Context: an optimization exercise on an open-source flow, tuned for small area and a short achievable clock period. The choices shown serve that exercise and are no tape-out recipe. The RTL was checked by simulation tests, not by an equivalence proof against the original design.

**flow/design.v**
```verilog
`timescale 1ns/1ps
module div (input logic [31:0] a, b, output logic [31:0] q, r);
	wire sa = a[31];
	wire sb = b[31];
	wire bz = ~|b;
	wire [31:0] n = sa ? -a : a;
	wire [31:0] d = sb ? -b : b;
	wire s4 = ~|d[31:16];
	wire [31:0] d4 = s4 ? {d[15:0], 16'b0} : d;
	wire [63:0] n4 = s4 ? {16'b0, n, 16'b0} : {32'b0, n};
	wire s3 = ~|d4[31:24];
	wire [31:0] d3 = s3 ? {d4[23:0], 8'b0} : d4;
	wire [63:0] n3 = s3 ? {n4[55:0], 8'b0} : n4;
	wire s2 = ~|d3[31:28];
	wire [31:0] d2 = s2 ? {d3[27:0], 4'b0} : d3;
	wire [63:0] n2 = s2 ? {n3[59:0], 4'b0} : n3;
	wire s1 = ~|d2[31:30];
	wire [31:0] d1 = s1 ? {d2[29:0], 2'b0} : d2;
	wire [63:0] n1 = s1 ? {n2[61:0], 2'b0} : n2;
	wire s0 = ~d1[31];
	wire [31:0] dn = s0 ? {d1[30:0], 1'b0} : d1;
	wire [63:0] nn = s0 ? {n1[62:0], 1'b0} : n1;
	wire [4:0] s = {s4, s3, s2, s1, s0};
	logic [33:0] S [0:32];
	logic [33:0] C [0:32];
	logic [31:0] qp, qn;
	assign S[0] = {2'b00, nn[63:32]};
	assign C[0] = 34'b0;
	genvar j;
	generate
		for (j = 0; j < 32; j = j + 1) begin : step
			wire [3:0] est = S[j][33:30] + C[j][33:30];
			wire pos = ~est[3];             
			wire ng = est[3] & ~&est[2:0];  
			wire [33:0] x = {S[j][32:0], nn[31-j]};
			wire [33:0] y = {C[j][32:0], pos};
			wire [33:0] z = pos ? {2'b11, ~dn} : ng ? {2'b00, dn} : 34'b0;
			assign S[j+1] = x ^ y ^ z;
			wire [33:0] cy = (x & y) | (x & z) | (y & z);
			assign C[j+1] = {cy[32:0], 1'b0};
			assign qp[31-j] = pos;
			assign qn[31-j] = ng;
		end
	endgenerate
	wire [33:0] p = S[32] + C[32];
	wire neg = p[33];
	wire [31:0] rn = neg ? p[31:0] + dn : p[31:0];
	wire [31:0] uq = qp - qn - {31'b0, neg};
	wire [31:0] ur = rn >> s;
	assign q = bz ? 32'hffffffff : (sa ^ sb) ? -uq : uq;
	assign r = bz ? a : sa ? -ur : ur;
endmodule
`timescale 1ns/1ps
module register #(parameter WIDTH = 32) (clk, we, d, q, arst);
	input clk, we, arst;
	input [WIDTH-1:0] d;
	output reg [WIDTH-1:0] q;
	always @(posedge clk or negedge arst) begin
		if (!arst) q <= '0;
		else if (we) q <= d;
	end
endmodule
`timescale 1ns/1ps
module regfile (
	input  wire clk,
	input  wire we,
	input  wire arstn,
	input  wire [4:0] ra, rb, waddr,
	input  wire [31:0] wdata,
	output wire [31:0] rd1, rd2, r31);
	reg [31:1] valid;
	wire [31:0] regs [0:31];
	assign regs[0] = 32'h0;
	always_ff @(posedge clk or negedge arstn) begin
		if (!arstn) valid <= '0;
		else if (we && waddr != 5'd0) valid[waddr] <= 1'b1;
	end
	genvar k;
	generate
		for (k = 1; k < 32; k = k + 1) begin : r
			reg [31:0] q;
			always_ff @(posedge clk) begin
				if (we && waddr == k) q <= wdata;
			end
			assign regs[k] = q;
		end
	endgenerate
	wire [31:0] v = {valid, 1'b0};
	assign rd1 = regs[ra] & {32{v[ra]}};
	assign rd2 = regs[rb] & {32{v[rb]}};
	assign r31 = regs[31] & {32{valid[31]}};
endmodule
`timescale 1ns/1ps
module shifter (
	input  logic [31:0] a,
	input  logic [4:0] n,
	input  logic [1:0] f,
	output logic [31:0] y);
	wire left = (f == 2'd0);
	wire [4:0] amt = left ? -n : n;
	wire [31:0] r0 = amt[0] ? {a[0], a[31:1]} : a;
	wire [31:0] r1 = amt[1] ? {r0[1:0], r0[31:2]} : r0;
	wire [31:0] r2 = amt[2] ? {r1[3:0], r1[31:4]} : r1;
	wire [31:0] r3 = amt[3] ? {r2[7:0], r2[31:8]} : r2;
	wire [31:0] rot = amt[4] ? {r3[15:0], r3[31:16]} : r3;
	wire [31:0] keep = 32'hffffffff >> n;
	wire fill = (f == 2'd2) & a[31];
	integer i;
	always_comb begin
		for (i = 0; i < 32; i = i + 1) begin
			case (f)
				2'd0: y[i] = rot[i] & keep[31-i];        
				2'd3: y[i] = rot[i];
				default: y[i] = keep[i] ? rot[i] : fill;
			endcase
		end
	end
endmodule
`timescale 1ns/1ps
module alu #(parameter WIDTH = 32) (
	input  logic [WIDTH-1:0] a, b,
	input  logic [1:0] instr,
	input  logic [1:0] alusel,
	output logic [WIDTH-1:0] y,
	output logic [WIDTH-1:0] sum,      
	output logic zero, carry, sign, ovf);
	wire [WIDTH-1:0] shout, logout, arout, mulout;
	wire cout, sf, of;
	wire arith = ~|alusel;
	assign carry = arith & cout;
	assign sign  = arith & sf;
	assign ovf   = arith & of;
	addsub   #(WIDTH) ar1(a, b, instr, arout, sum, of, sf, cout);
	muldiv   #(WIDTH) md1(a, b, instr, mulout);
	logic_op #(WIDTH) log1(instr, a, b, logout);
	shifter  sh1(a, b[4:0], instr, shout);
	always_comb begin
		case (alusel)
			2'b00: y = arout;
			2'b01: y = mulout;
			2'b10: y = logout;
			default: y = shout;
		endcase
	end
	assign zero = ~|y;
endmodule
module addsub #(parameter WIDTH = 32) (
	input  logic [WIDTH-1:0] a, b,
	input  logic [1:0] f,
	output logic [WIDTH-1:0] y,
	output logic [WIDTH-1:0] sum,
	output logic ovf, sign, carry);
	wire inv_b = |f;
	wire [WIDTH-1:0] b_alu = b ^ {WIDTH{inv_b}};
	assign {carry, sum} = {1'b0, a} + {1'b0, b_alu} + {{WIDTH{1'b0}}, inv_b};
	assign sign = sum[WIDTH-1];
	assign ovf = (a[WIDTH-1] ^ sum[WIDTH-1]) & (b_alu[WIDTH-1] ^ sum[WIDTH-1]);
	assign y = f[1] ? {{(WIDTH-1){1'b0}}, (f[0] ? (sign ^ ovf) : carry)} : sum;
endmodule
module logic_op #(parameter WIDTH = 32) (input logic [1:0] f, input logic [WIDTH-1:0] a, b, output logic [WIDTH-1:0] y);
	always_comb begin
		case (f)
			2'h0: y = a & b;
			2'h1: y = a | b;
			2'h2: y = ~(a | b);
			default: y = a ^ b;
		endcase
	end
endmodule
module muldiv #(parameter WIDTH = 32) (input logic [WIDTH-1:0] a, b, input logic [1:0] f, output logic [WIDTH-1:0] y);
	wire [63:0] p;
	wire [31:0] q, r;
	mul  mul1(a, b, p);
	div  div1(a, b, q, r);
	always_comb begin
		case (f)
			2'd0: y = p[31:0];
			2'd1: y = r;
			2'd2: y = p[63:32];
			default: y = q;
		endcase
	end
endmodule
module mul (input logic [31:0] a, b, output logic [63:0] y);
	assign y = $signed(a) * $signed(b);
endmodule
module timer #(parameter WIDTH=32) (
	input clk,     
	input 	rst_n,   
			tcnt_we, ocra_we, ocrb_we, ocrc_we, tccr_we, ext_clk,
	input 	[WIDTH-1:0] data_in,
	output 	inta, intb, intc, into, pwma, pwmb, pwmc,
	output [WIDTH-1:0] o_tcnt, o_ocra, o_ocrb, o_ocrc, o_tccr,
	output [4:0] extclk_select
);
reg [WIDTH-1:0] TCNT, OCRA, OCRB, OCRC, TCCR;
wire ctl_clear, ctl_count, ctl_direction, compa, compb, compc, presc_clken, edge_clken;
reg [WIDTH-1:0] TOP;
wire [1:0] TOPVAL;
wire DIR, PEA, PEB, PEC, INTAE, INTBE, INTCE, INTOE, CLKSRC;
wire [4:0] PRESCALE;
wire PCI, PBI, PAI, CNTEN;
const_div prescaler(clk, rst_n, (1<<PRESCALE), presc_clken);
edge_detector det  (clk, rst_n, ext_clk, edge_clken);
assign ctl_count = (CLKSRC)? edge_clken : presc_clken;
assign ctl_direction = !DIR;
assign {extclk_select, PRESCALE, CLKSRC, INTOE, INTCE, INTBE, INTAE, PCI, PEC, PBI, PEB, PAI, PEA, DIR, TOPVAL, CNTEN} = TCCR; 
assign inta = compa & INTAE;
assign intb = compb & INTBE;
assign intc = compc & INTCE;
assign into = ctl_clear & INTOE;
assign pwma = ((OCRA > TCNT)^PAI) & PEA;
assign pwmb = ((OCRB > TCNT)^PBI) & PEB;
assign pwmc = ((OCRC > TCNT)^PCI) & PEC;
assign compa = (OCRA == TCNT);
assign compb = (OCRB == TCNT);
assign compc = (OCRC == TCNT);
assign o_tcnt = TCNT;
assign o_ocra = OCRA;
assign o_ocrb = OCRB;
assign o_ocrc = OCRC;
assign o_tccr = TCCR;
always_comb begin
	casez(TOPVAL)
		2'h0: TOP = 32'hffffffff;
		2'h1: TOP = OCRA;
		2'h2: TOP = OCRB;
		2'h3: TOP = OCRC;
	endcase
end
assign ctl_clear = (!CNTEN) | (ctl_direction? (TCNT==TOP) : (TCNT==0));
always_ff @(posedge clk or negedge rst_n) begin
	if(~rst_n) begin
		TCNT <= 0;
	end else begin
		if (tcnt_we) begin
			TCNT <= data_in;
		end else begin
			if (ctl_clear) begin
				if (ctl_direction) begin
					TCNT <= 0;
				end else begin
					TCNT <= TOP;
				end
			end else begin
				if (ctl_count) begin
					if (ctl_direction) begin
						TCNT <= TCNT+1;
					end else begin 
						TCNT <= TCNT-1;
					end
				end
			end
		end
	end
end
always_ff @(posedge clk or negedge rst_n) begin
	if(~rst_n) begin
		OCRA <= 0;
	end else begin
		if (ocra_we) begin
			OCRA <= data_in;
		end
	end
end
always_ff @(posedge clk or negedge rst_n) begin
	if(~rst_n) begin
		OCRB <= 0;
	end else begin
		if (ocrb_we) begin
			OCRB <= data_in;
		end
	end
end
always_ff @(posedge clk or negedge rst_n) begin
	if(~rst_n) begin
		OCRC <= 0;
	end else begin
		if (ocrc_we) begin
			OCRC <= data_in;
		end
	end
end
always_ff @(posedge clk or negedge rst_n) begin
	if(~rst_n) begin
		TCCR <= 0;
	end else begin
		if (tccr_we) begin
			TCCR <= data_in;
		end else begin 
			if(into) TCCR[31]<=1;
			if(intc) TCCR[30]<=1;
			if(intb) TCCR[29]<=1;
			if(inta) TCCR[28]<=1;
		end
	end
end
endmodule
module edge_detector (
	input clk,     
	input rst_n,   
	input data,
	output wire edg
);
reg detector;
always_ff @(posedge clk or negedge rst_n) begin
	if(~rst_n) begin
		detector <= 0;
	end else begin
		detector <= data;
	end
end
assign edg = !detector & data;
endmodule
module const_div(i_clk, i_rst_n, i_div_by, o_event);
	input i_clk;
	input i_rst_n;
	output o_event;
	input wire [31:0] i_div_by;
	reg [32-1:0] cnt;
	wire [32-1:0] cnt_max = i_div_by-1;
	wire sync_rst_cnt = (cnt_max == cnt);
	assign o_event = sync_rst_cnt;
	always @(posedge i_clk, negedge i_rst_n) begin
		if(~i_rst_n) begin
			cnt <= 0;
		end else begin
			if (sync_rst_cnt)
				cnt <= 0;
			else
				cnt <= cnt + 1'b1;
			end
	end
endmodule
`timescale 1ns/1ps
module memory (clk, arst, we, addr, wd, rd, dmem_we, dmem_addr, dmem_wdata, dmem_rdata,
		gpio_in, gpio_out, gpio_oe, inta, intb, intc, into);
	input  clk, arst, we;
	input  [31:0] addr, wd;
	output wire [31:0] rd;
	output wire inta, intb, intc, into;
	output wire dmem_we;
	output wire [6:0] dmem_addr;
	output wire [31:0] dmem_wdata;
	input  wire [31:0] dmem_rdata;
	input  wire [31:0] gpio_in;
	output wire [31:0] gpio_out, gpio_oe;
	wire pwma, pwmb, pwmc, extclk;
	wire [31:0] ddr_out, port_out, pin_out, af1_out, af2_out, tcnt_out, ocra_out, ocrb_out, ocrc_out, tccr_out;
	wire [4:0] extclk_select;
	wire hi_zero = ~|addr[31:8];
	wire ram_sel = hi_zero & ~addr[7];
	wire io = hi_zero & addr[7] & ~|addr[6:4];
	wire [15:0] sel;
	assign sel = io ? (16'h1 << addr[3:0]) : 16'h0;
	assign dmem_we = ram_sel & we;
	assign dmem_addr = addr[6:0];
	assign dmem_wdata = wd;
	gpio gpio1(clk, arst, sel[0] & we, sel[1] & we, sel[3] & we, sel[4] & we, pwma, pwmb, pwmc, extclk_select, wd,
		ddr_out, port_out, pin_out, af1_out, af2_out, extclk, gpio_in, gpio_out, gpio_oe);
	timer #(32) timer1(clk, arst, sel[5] & we, sel[6] & we, sel[7] & we, sel[8] & we, sel[9] & we, extclk, wd,
		inta, intb, intc, into, pwma, pwmb, pwmc, tcnt_out, ocra_out, ocrb_out, ocrc_out, tccr_out, extclk_select);
	assign rd = ({32{ram_sel}} & dmem_rdata) |
	            ({32{sel[0]}} & ddr_out) |
	            ({32{sel[1]}} & port_out) |
	            ({32{sel[2]}} & pin_out) |
	            ({32{sel[3]}} & af1_out) |
	            ({32{sel[4]}} & af2_out) |
	            ({32{sel[5]}} & tcnt_out) |
	            ({32{sel[6]}} & ocra_out) |
	            ({32{sel[7]}} & ocrb_out) |
	            ({32{sel[8]}} & ocrc_out) |
	            ({32{sel[9]}} & tccr_out);
endmodule
module gpio (clk, rst, ddr_we, port_we, af1_we, af2_we, pwma, pwmb, pwmc, extclk_select, data_in,
		ddr_out, port_out, pin_out, af1_out, af2_out, extclk, ioport_in, ioport_out, ioport_oe);
	input clk;
	input rst;
	input ddr_we, port_we, af1_we, af2_we, pwma, pwmb, pwmc;
	input [4:0] extclk_select;
	input [31:0] data_in;
	output [31:0] ddr_out, port_out, pin_out, af1_out, af2_out;
	output extclk;
	input [31:0] ioport_in;
	output [31:0] ioport_out, ioport_oe;
	reg [31:0] ddr, port, pin, ibuffer, af1reg, af2reg;
	wire [63:0] af = {af2reg, af1reg};
	assign port_out = port;
	assign pin_out = pin;
	assign ddr_out = ddr;
	assign af1_out = af1reg;
	assign af2_out = af2reg;
	assign extclk = pin[extclk_select];
	assign ioport_oe = ddr;
	genvar i;
	generate
		for (i = 0; i < 32; i = i + 1) begin : portmap
			wire [3:0] port_vars = {pwmc, pwmb, pwma, port[i]};
			assign ioport_out[i] = port_vars[af[i*2+:2]];
		end
	endgenerate
	always_ff @(posedge clk or negedge rst) begin
		if (!rst) {ddr, port, pin, ibuffer, af1reg, af2reg} <= '0;
		else begin
			if (ddr_we) ddr <= data_in;
			if (port_we) port <= data_in;
			if (af1_we) af1reg <= data_in;
			if (af2_we) af2reg <= data_in;
			pin <= ibuffer;
			ibuffer <= ioport_in;
		end
	end
endmodule
`timescale 1ns/1ps
module mips (
	input clk,
	input rst_n,
	output [3:0] LEDR,
	output [31:0] imem_addr,
	input [31:0] imem_rdata,
	output dmem_we,
	output [6:0] dmem_addr,
	output [31:0] dmem_wdata,
	input [31:0] dmem_rdata,
	input [31:0] ioport_in,
	output [31:0] ioport_out,
	output [31:0] ioport_oe
);
	wire inta, intb, intc, into;
	assign LEDR = {inta, intb, intc, into};
	wire [31:0] pc_out, pc_in, ra, rb, r31, alu_b, aluout, sum, mem_rd, regw_data, pc_plus1, b_addr;
	wire [31:0] instr = imem_rdata;
	wire [5:0] opcode = instr[31:26];
	wire [4:0] rs = instr[25:21];
	wire [4:0] rt = instr[20:16];
	wire [4:0] rd = instr[15:11];
	wire [5:0] funct = instr[5:0];
	wire [31:0] ext = {{16{instr[15]}}, instr[15:0]};
	wire zfi, cfi, sfi, ofi;
	reg cfr, zfr, sfr, ofr;
	wire rtype = ~|opcode;
	wire itype = ~opcode[5];
	wire call = (opcode == 6'b111000);
	wire ret = (opcode == 6'b111111);
	wire mem_write = (opcode == 6'b000010);
	wire memtoreg = (opcode == 6'b000100);
	wire reg_write = (rtype | itype) & ~mem_write;
	wire [4:0] w_reg = call ? 5'h1f : rtype ? rd : rt;
	wire [3:0] aluop = rtype ? funct[3:0] : (itype & opcode[0]) ? opcode[4:1] : 4'b0;
	register #(32) pc(clk, 1'b1, pc_in, pc_out, rst_n);
	assign imem_addr = pc_out;
	regfile register_file(clk, reg_write | call, rst_n, rs, rt, w_reg, regw_data, ra, rb, r31);
	assign alu_b = rtype ? rb : ext;
	alu #(32) main_alu(ra, alu_b, aluop[1:0], aluop[3:2], aluout, sum, zfi, cfi, sfi, ofi);
	memory ram(clk, rst_n, mem_write, sum, rb, mem_rd, dmem_we, dmem_addr, dmem_wdata, dmem_rdata,
		ioport_in, ioport_out, ioport_oe, inta, intb, intc, into);
	assign pc_plus1 = pc_out + 32'd1;
	assign regw_data = call ? pc_plus1 : memtoreg ? mem_rd : aluout;
	assign b_addr = pc_plus1 + ext;
	reg flag;
	always_comb begin
		case (opcode[1:0])
			2'd0: flag = ofr;
			2'd1: flag = sfr;
			2'd2: flag = zfr;
			default: flag = cfr;
		endcase
	end
	wire taken = opcode[5] & (flag ^ opcode[3]);
	assign pc_in = ret ? r31 :
	               (opcode[5] & opcode[4]) ? {pc_plus1[31:26], instr[25:0]} :
	               taken ? b_addr : pc_plus1;
	always_ff @(posedge clk) begin
		sfr <= sfi;
		zfr <= zfi;
		cfr <= cfi;
		ofr <= ofi;
	end
endmodule
```
**flow/run.sh**
```bash
#!/bin/bash
# synth_recipe.tcl (not shown) runs the flow's synth.tcl, then flattens the netlist and writes it again
# the make line also repeats each setting of config.mk as NAME=value (left out here)
make -C /OpenROAD-flow-scripts/flow DESIGN_CONFIG=/design/flow/config.mk WORK_HOME=/design/flow/orfs CLKGATE_MAP_FILE= SYNTH_SCRIPT=/design/flow/synth_recipe.tcl finish
```
**flow/config.mk**
```make
export PLATFORM = sky130hd
export DESIGN_NAME = mips
export DESIGN_NICKNAME = mips
export VERILOG_FILES = /design/flow/design.v
export SDC_FILE = /design/flow/constraint.sdc
export NUM_CORES = 4
export LEC_CHECK = 0
export CAP_MARGIN = 20
export CORE_MARGIN = 2
export CORE_UTILIZATION = 20
export PLACE_DENSITY = 0.3
export SLEW_MARGIN = 20
```
**flow/constraint.sdc**
```tcl
create_clock -name core_clock -period 150.0 [get_ports {clk}]
set_input_delay 30.0000 -clock core_clock [delete_from_list [all_inputs] [get_ports {clk}]]
set_output_delay 30.0000 -clock core_clock [all_outputs]
set_load 0.01 [all_outputs]
```
==> impl_metrics.py <==
metrics = {
    "run_status": {
        "status": "no timing/DRC/antenna violations",
    },
    "cts": {
        "tritoncts": "built",
        "clkSinkCount": 1444,
        "cts.path.max_buffers": 4,
        "cts_made_buffers": 181,
        "path_clk_slew_ns": 0.06,
        "worstSkewPairLatency_ns": 0.91,
        "hold_buffers": 0,
        "clock-root-buffer": "clkbuf_16",
        "htree_levels": 4,
    },
    "sta": {
        "skew_ns": 0.08193,
        "max_freq_mhz": 7.053,
        "rsz0062_at_grt": "false",
        "drv_slew": 0,
        "fin_ws_ns": 8.218,
        "hold_violations": 0,
        "final.setup.tns_ns": 0,
        "min_period_ns": 141.78,
        "slew_headroom": 0.1573,
        "tightest_slew_ns": 1.258,
        "finalSetupViolCount": 0,
        "period_share": 0.9452,
    },
    "global_routing": {
        "gr-total-overflow": 0,
        "grt_max_degree": 90,
        "grt_pass1_wl_mm": 1434,
        "antenna_found_initial": 132,
        "first_global_vias": 149500,
        "grt_usage": 0.2492,
    },
    "placement": {
        "hpwl_mm": 808.3,
        "gp_congestion": 0.9751,
        "post_dp_cell_area_um2": 185700,
        "post-place-ws_ns": -1.297,
        "io_buffers": 237,
    },
    "synth": {
        "synth-xor-area-share": 0.03321,
        "synth_area_um2": 166900,
        "ys_ff_latch": 1444,
        "synth_edf_count": 992,
        "synthSimpleGateAreaFrac": 0.1389,
        "synth_compound_area_frac": 0.1547,
        "yosysWarnings": 14,
        "synth_top_area_frac": 0.2499,
        "yosysTopAreaCell": "fa_1",
        "ys.flop_type": "edfxtp_1",
        "synthArstFlopShare": 0.3102,
        "ys_seq_area_frac": 0.2462,
        "ys_types": 121,
        "synth.area.top_cells": "fa_1 25%, edfxtp_1 18%, dfrtp_1 6.7%",
        "synth_mux_area_frac": 0.04847,
        "syn_inst": 17960,
        "synth_fa_ha_area_frac": 0.3054,
        "synth_top_family_by_area": "adder cells",
        "avgSynthCellArea_um2": 9.291,
    },
    "setup_path": {
        "cpMostUsedCell": "a21oi_1",
        "cp-end-kind": "flip-flop",
        "slowest_delay_ns": 0.85,
        "crit_type": "in2reg",
        "arrival_ns": 142.39,
        "r2r_setup_slack_ns": 38.38,
        "worstSetupStartpointType": "input port",
        "crit_slowest_cell": "nor2b_4",
        "path_max_fanout": 57,
        "cp.required_ns": 150.61,
    },
    "layout": {
        "final_common_cell": "fa_1",
        "syn_to_final_growth_pct": 15.45,
        "drive_gt1_frac": 0.09262,
        "fin_area_um2": 192600,
        "final_cell_mix": "2,082 x fa_1, 1,903 x nand2_1, 1,855 x inv_1",
        "nNetsFinal": 20770,
    },
    "drt": {
        "drc": 0,
        "drt_wl_total_mm": 1080,
        "viasPerCell": 5.122,
        "wire_per_inst_um": 37.04,
        "dr.pass1.iters": 13,
        "drtIter0Drc": 18580,
        "postRouteAntennaNets": 0,
        "vias": 149400,
    },
    "floorplanning": {
        "die_area_um2": 841600,
        "core_area_um2": 831600,
        "io-pin-count": 238,
        "die-height_um": 917.4,
        "rows": 335,
        "die_w_um": 917.4,
        "initial_core_util": 0.2006,
    },
    "run": {
        "drv_cap": 0,
    },
    "worst_hold_path": {
        "hp-class": "reg2reg",
    },
}
==> cells in the mapped netlist (45+ instances only) <==
cell type	n
xnor2_1	433
nand4_1	184
nand2_1	1913
nor2b_1	69
a31oi_1	109
a211oi_1	79
and2_1	59
nand2b_1	114
buf_1	177
nor4_1	68
o31ai_1	59
fa_1	2083
a221oi_1	156
mux2_2	67
mux2i_1	568
a222oi_1	52
clkbuf_1	999
inv_1	1863
edfxtp_1	992
a22oi_1	517
o21ai_0	879
or3_1	61
o21a_1	49
a21o_1	122
a2111oi_0	92
buf_2	60
clkinv_1	45
a22o_1	113
and3_1	363
ha_1	740
nand3_1	349
dfrtp_1	448
xor2_1	179
o211ai_1	74
nor3_1	191
nor2_1	1573
mux4_2	71
a21oi_1	1260
==> final timing paths <==
check                                            endpoint              startpoint  cells after the start
max in group asynchronous         register_file.valid[31]                   rst_n                      4
worst max register to register  register_file.r[20].q[20]  register_file.valid[3]                    455
worst min register to register          ram.gpio1.pin[15]   ram.gpio1.ibuffer[15]                      0
min in group asynchronous               ram.gpio1.ddr[28]                   rst_n                      1
worst max-delay path             register_file.r[2].q[20]          imem_rdata[16]                    456
worst min-delay path                    ram.gpio1.pin[15]   ram.gpio1.ibuffer[15]                      0
==> area by class of cell <==
cell class	count	area, um2
clock inverters	84	1110
flip-flops and latches	1444	41080
clock buffers	232	4903
repair inverters	1	5.005
well taps	11120	13910
repair buffers	954	7903
inverters	1929	7295
fillers	90610	639000
multi-input cells	13330	116300
diodes	64	160.2
==> flip-flops by register name, indices dropped and copies added (netlist names) <==
name,flops
ram.timer1.OCRB,32
ram.gpio1.af2reg,32
cfr,1
ram.timer1.OCRC,32
ram.gpio1.ddr,32
ofr,1
ram.timer1.TCCR,32
ram.timer1.prescaler.cnt,32
register_file.r.q,992
ram.gpio1.ibuffer,32
pc.q,32
sfr,1
ram.timer1.TCNT,32
ram.gpio1.port,32
ram.timer1.det.detector,1
ram.timer1.OCRA,32
register_file.valid,31
zfr,1
ram.gpio1.pin,32
ram.gpio1.af1reg,32
==> through the flow <==
stage | util | hold WS (ns) | instances
finish | 0.2317 | 0.3493 | 29160
floorplan | - | 0.3312 | 17960
detailed placement | 0.2233 | 0.3396 | 28740
global placement | 0.2231 | 0.3381 | 28740
global route | 0.2315 | 0.3604 | 29110
CTS | 0.2305 | 0.3519 | 29060
==> worst max-delay path: cells and delay by family <==
family,cells,cell delay [ns]
adders and majority gates,68,24.14
AOI/OAI and AO/OA,110,18.34
buffers and inverters,125,32.33
muxes,2,0.62
and+or+nand+nor,80,19.14
xor gates and xnor gates,71,17.00
==> logic make-up (layout without fill, tap and decap cells) <==
logic type,Yosys count,count (layout)
xor+xnor,620,623
fa+ha+maj,2823,2823
mux,708,708
simple gates,5150,5151
compound gates,4024,4026
other cells,1,66
flops,1444,1444
buf+inv,3189,3200
==> routing by layer <==
metal | track usage | part of all wire
met1 | 0.3345 | 0.43
met2 | 0.3926 | 0.45
met3 | 0.04341 | 0.068
met4 | 0.1118 | 0.056
met5 | 0 | 0.00076
==> timing repair <==
action                     in CTS  in global routing
setup buffers                   0                 22
gates resized for setup         2                 59
cloned                          0                  7
pin swaps                       0                  9
setup endpoints to repair      62                993

[re-timing with driven ports]
In the flow no input, the clock included, has a driving cell. The finished layout below was timed again as built, in two steps. Step 1: set_driving_cell puts a clkbuf_16 on clk and a buf_2 on each other input, an assumption about the parent block. Step 2 moves the port delays by t, midway between the first and last clock arrival at a register: inputs arrive t later, outputs are due t later. That takes back most of the time a late clock gives input paths. Three values: ideal, step 1, step 2; two values: the first two.
shift t [ns]: 0.977
setup WS [ns]: 8.218 / 8.300 / 7.323
hold slack, ns: 0.349 / 0.349 / 0.349
worst data-port slew with drivers (ns): 0.28
cell pins on the clock port's net: 1
After both steps this run still meets setup and hold. The setup slack of this run moves by +0.082 ns with the drivers and by -0.895 ns with both steps.
